Source: an optimization exercise on an open RTL-to-GDS flow (aim: small area). Production flows keep margins and buffers that such runs may drop.
The RTL was checked by simulation tests, not by an equivalence proof against the original design.
The clock input has no modelled driver; a real chip could not lean on it and would need a root buffer or a full tree.
Power figures rest on the tool's default switching activity, not on a simulated workload.

// AD_Table
module AD_Table(Data_In, BCD_Out, Table_CLK);
input Table_CLK;
input [11:0] Data_In;
output [11:0] BCD_Out;
wire w2;
wire w3;
wire w6;
wire w7;
wire w8;
wire w9;
wire w10;
wire w12;
wire w13;
wire w14;
wire w15;
wire w16;
wire w17;
wire w18;
wire w19;
wire w20;
wire w22;
wire w23;
wire w24;
wire w25;
wire w26;
wire w27;
wire w28;
wire w29;
wire w30;
wire w31;
wire w32;
wire w34;
wire w35;
wire w36;
wire w37;
wire w38;
wire w39;
wire w40;
wire w41;
wire w42;
wire w43;
wire w44;
wire w45;
wire w46;
wire w47;
wire w48;
wire w49;
wire w50;
wire w51;
wire w52;
wire w53;
wire w54;
wire w55;
wire w56;
wire w57;
wire w58;
wire w59;
wire w60;
wire w61;
wire w62;
wire w63;
wire w64;
wire w65;
wire w66;
wire w67;
wire w68;
wire w69;
wire w70;
wire w71;
wire w72;
wire w73;
wire w74;
wire w75;
wire w76;
wire w77;
wire w78;
wire w79;
wire w80;
wire w81;
wire w82;
wire w83;
wire w84;
wire w85;
wire w86;
wire w87;
wire w88;
wire w89;
wire w90;
wire w91;
wire w92;
wire w93;
wire w94;
wire w95;
wire w96;
wire w97;
wire w98;
wire w99;
wire w100;
wire w101;
wire w102;
wire w103;
wire w104;
wire w105;
wire w106;
wire w107;
wire w108;
wire w109;
wire w110;
reg [7:0] v;
wire w111 = v[0];
wire w33 = v[1];
wire w21 = v[2];
wire w11 = v[3];
wire w4 = v[4];
wire w0 = v[5];
wire w5 = v[6];
wire w1 = v[7];
assign w2 = ( (w0) ) | ( ~ (w1) );
assign w3 = ( ~ (w1) & (w0) );
assign w6 = ( ~ (w4) & ~ (w3) ) | ( ~ (w2) ) | ( ~ (w5) );
assign w7 = ( ~ (w5) & ~ (w2) ) | ( ~ (w6) );
assign w8 = ( (w4) & ~ (w7) ) | ( ~ (w4) & (w7) );
assign w9 = ( ~ (w8) );
assign w10 = ( (w4) ) | ( ~ (w5) );
assign w12 = ( ~ (w11) & ~ (w10) );
assign w13 = ( ~ (w3) ) | ( ~ (w10) );
  ...
Size in the first run: ~120 cells after synthesis, roughly 25 I/O pins, about 810 µm² of cells after synthesis.
Settings: LEC_CHECK=0, ABC_AREA=1, CAP_MARGIN=20, CORE_AREA=4 4 71 71, CTS_BUF_LIST=sky130_fd_sc_hd__clkbuf_2, DIE_AREA=0 0 75 75, SLEW_MARGIN=20, SYNTH_MEMORY_MAX_BITS=65536; clock period 10.0 ns.
standard.sh (not shown) runs the stock make flow with config.mk's settings and CLKGATE_MAP_FILE= SYNTH_SCRIPT=/design/flow/synth_recipe.tcl, a recipe that flattens the netlist after the stock synthesis.
==> flow/flow/run.sh <==
#!/bin/bash
# Own layout flow: the standard synthesis, then its combinational logic re-mapped
# for area (flip-flops untouched, each candidate proven equivalent to the standard
# netlist), then the standard ORFS steps with small port buffers.
set -euo pipefail
W=$PWD
R=$W/orfs/results/$FLOW_PLATFORM/AD_Table/base
F=$W/flow
export LIB=$FLOW_HOME/platforms/$FLOW_PLATFORM/lib/sky130_fd_sc_hd__tt_025C_1v80.lib
export DONT_USE="$(sed -n '/DONT_USE_CELLS/,/^$/p' $FLOW_HOME/platforms/$FLOW_PLATFORM/config.mk | grep -o 'sky130_fd_sc_hd__[a-z0-9_]*' | tr '\n' ' ')"

bash standard.sh $R/1_2_yosys.v > std_synth.log 2>&1
cp $R/1_2_yosys.v std_1_2_yosys.v
python3 $F/cellmodels.py $LIB > cells_comb.v 2> cellmodels.log
export CELLS=$W/cells_comb.v IN=$W/std_1_2_yosys.v
python3 $F/netcut.py $IN $FLOW_TOP $W/cut_std.v > netcut_std.log 2>&1

names=""
for s in $F/[ab]*.abc; do
  for fa in none fa; do
    n=$(basename $s .abc)_$fa; names="$names $n"
    (
      FA=$fa ABCS=$s OUT=$W/remap_$n.v timeout 900 yosys -c $F/remap.tcl > remap_$n.log 2>&1 &&
      python3 $F/netcut.py $W/remap_$n.v $FLOW_TOP $W/cut_$n.v > netcut_$n.log 2>&1 &&
      VIN=$W/cut_std.v VOUT=$W/cut_$n.v timeout 900 yosys -c $F/verify.tcl > verify_$n.log 2>&1 &&
      touch $W/ok_$n
    ) || true &
  done
done
wait
best=""; best_area=""
for n in $names; do
  [[ -f $W/ok_$n ]] || continue
  grep -q "unknown\|\\\$lut\|\\\$_" remap_$n.v.stat && continue
  a=$(grep -i "chip area" remap_$n.v.stat | awk '{print $NF}' || true)
  if [[ -n "$a" ]] && { [[ -z "$best_area" ]] || python3 -c "import sys; sys.exit(0 if $a < $best_area else 1)"; }; then
    best=$W/remap_$n.v; best_area=$a
  fi
done
echo "standard: $(grep -i 'chip area' $W/orfs/reports/$FLOW_PLATFORM/AD_Table/base/synth_stat.txt) best remap: $best $best_area" > remap_choice.log
for n in $names; do echo "$n $([[ -f $W/ok_$n ]] && echo proven || echo no) $(grep -i 'chip area' remap_$n.v.stat 2>/dev/null)" >> remap_choice.log; done
if [[ -n "$best" ]]; then cp $best $R/1_2_yosys.v; fi

export BUFFER_PORTS_ARGS="-buffer_cell sky130_fd_sc_hd__buf_1"
bash standard.sh finish > std_finish.log 2>&1
Other scripts of this flow, unchanged in this note and not shown: flow/flow/a1.abc, flow/flow/a3.abc, flow/flow/a4.abc, flow/flow/a5.abc, flow/flow/a6.abc, flow/flow/a7.abc, flow/flow/a8.abc, flow/flow/a9.abc, flow/flow/b1.abc, flow/flow/b2.abc, flow/flow/cellmodels.py, flow/flow/netcut.py, flow/flow/remap.tcl, flow/flow/remapR.tcl, flow/flow/verify.tcl
The first run completed without violations.
Then changed:
--- a/flow/flow/run.sh
+++ b/flow/flow/run.sh
@@ -44,0 +45 @@
+export POST_CTS_TCL=$F/post_cts.tcl
==> flow/flow/post_cts.tcl (new file) <==
# After CTS: the clock tree for this handful of flip-flops is a root buffer and two
# leaf buffers. Drive every sink from the root buffer instead and remove the leaf
# buffers, so the clock still reaches every register through exactly one buffer.
set block [ord::get_db_block]
set root ""
foreach inst [$block getInsts] {
  if {[string match "clkbuf_0_*" [$inst getName]]} { set root $inst }
}
if {$root ne ""} {
  set rootnet [[$root findITerm X] getNet]
  set leaves {}
  foreach it [$rootnet getITerms] {
    set inst [$it getInst]
    if {$inst ne $root && [$it isInputSignal] && [string match "*clkbuf*" [[$inst getMaster] getName]]} {
      lappend leaves $inst
    }
  }
  foreach leaf $leaves {
    set lnet [[$leaf findITerm X] getNet]
    foreach it [$lnet getITerms] {
      if {[$it getInst] ne $leaf} {
        $it disconnect
        $it connect $rootnet
      }
    }
    [$leaf findITerm A] disconnect
    [$leaf findITerm X] disconnect
    odb::dbInst_destroy $leaf
    odb::dbNet_destroy $lnet
  }
  # one stronger buffer, placed at the centre of its sinks
  $root swapMaster [[ord::get_db] findMaster sky130_fd_sc_hd__clkbuf_4]
  set sx 0; set sy 0; set n 0
  foreach it [$rootnet getITerms] {
    set inst [$it getInst]
    if {$inst eq $root} { continue }
    set bb [$inst getBBox]
    set sx [expr {$sx + ([$bb xMin] + [$bb xMax]) / 2}]
    set sy [expr {$sy + ([$bb yMin] + [$bb yMax]) / 2}]
    incr n
  }
  if {$n > 0} { $root setLocation [expr {$sx / $n}] [expr {$sy / $n}] }
  puts "post_cts: removed [llength $leaves] leaf clock buffers; [$root getName] drives [llength [$rootnet getITerms]] pins"
  detailed_placement
  estimate_parasitics -placement
}
Effect:
- The changed run passed the timing, design-rule and antenna checks
- synthesized area is unchanged
- worst setup slack got worse by 0.027 ns
- synthesized cell count stays the same
- global-route usage rises by 0.14 points
- clock power came out lower by a quarter to a third
Then changed:
--- a/flow/flow/post_cts.tcl
+++ b/flow/flow/post_cts.tcl
@@ -46,0 +47,21 @@
+
+# The constant-0 outputs each got their own tie cell; drive them all from one.
+set keep ""
+foreach inst [$block getInsts] {
+  if {![string match "sky130_fd_sc_hd__conb_1" [[$inst getMaster] getName]]} { continue }
+  set lo [$inst findITerm LO]
+  set hi [$inst findITerm HI]
+  if {[$hi getNet] ne "NULL" && [$hi getNet] ne ""} { continue }
+  set net [$lo getNet]
+  if {$net eq "NULL" || $net eq ""} { continue }
+  if {[llength [$net getITerms]] != 1} { continue }
+  if {$keep eq ""} { set keep $net; continue }
+  foreach bt [$net getBTerms] {
+    $bt disconnect
+    $bt connect $keep
+  }
+  puts "post_cts: merged tie cell [$inst getName] into net [$keep getName]"
+  $lo disconnect
+  odb::dbInst_destroy $inst
+  odb::dbNet_destroy $net
+}
Outcome: Critical path depth stays the same; setup slack gets better by 0.018 ns; hold slack hardly moves; power hardly moves; utilization hardly moves; routed wire length is higher by 4.1%; area after synthesis stays the same.
Then changed:
==> flow/flow/b3.abc (new file) <==
strash
&get -n
&dch
&nf -R 1000 -p -F 8 -A 4 -C 8
&put
topo
=> Sequential cell count does not change. Clock-buffer cell count does not change. Worst hold slack gets worse by 0.0077 ns. Die area is unchanged. Worst setup slack improves by 0.044 ns. Clock power barely changes. Global-route usage goes down by 0.42 points. Sequential power hardly moves.

-- afterwards: timing with drivers on the ports --
The flow's constraints put no driver on any port. The routed layouts listed below were extracted and timed again, unchanged, in two steps. Step 1 (the two cells are an assumption about what drives the block):
set clk [get_ports {Table_CLK}]
set_driving_cell -lib_cell sky130_fd_sc_hd__clkbuf_16 $clk
set_driving_cell -lib_cell sky130_fd_sc_hd__buf_2 [delete_from_list [all_inputs] $clk]
Step 2 times the ports against the registers' clock, not the clock port: input delays grow and output delays shrink by t, the midpoint of the rising clock arrivals with the driver on. Slacks: ideal ports / drivers / drivers and shift; pairs: ideal ports / drivers.
run | t, ns | setup WS [ns] | hold WS [ns] | worst setup path after step 2 | cell pins on the clock port's net
the first run | 0.231 | 4.259 / 4.242 / 4.085 | 2.118 / 2.130 / 2.361 | input to register | 1
the second run | 0.158 | 4.232 / 4.228 / 4.070 | 2.187 / 2.198 / 2.356 | input to register | 1
the third run | 0.158 | 4.250 / 4.246 / 4.088 | 2.187 / 2.197 / 2.355 | input to register | 1
the fourth run | 0.160 | 4.294 / 4.276 / 4.200 | 2.179 / 2.190 / 2.350 | input to register | 1
After both steps every run listed still meets setup and hold. For the first run, which loses most, drivers alone change the setup slack by -0.017 ns; drivers and shift together by -0.174 ns.
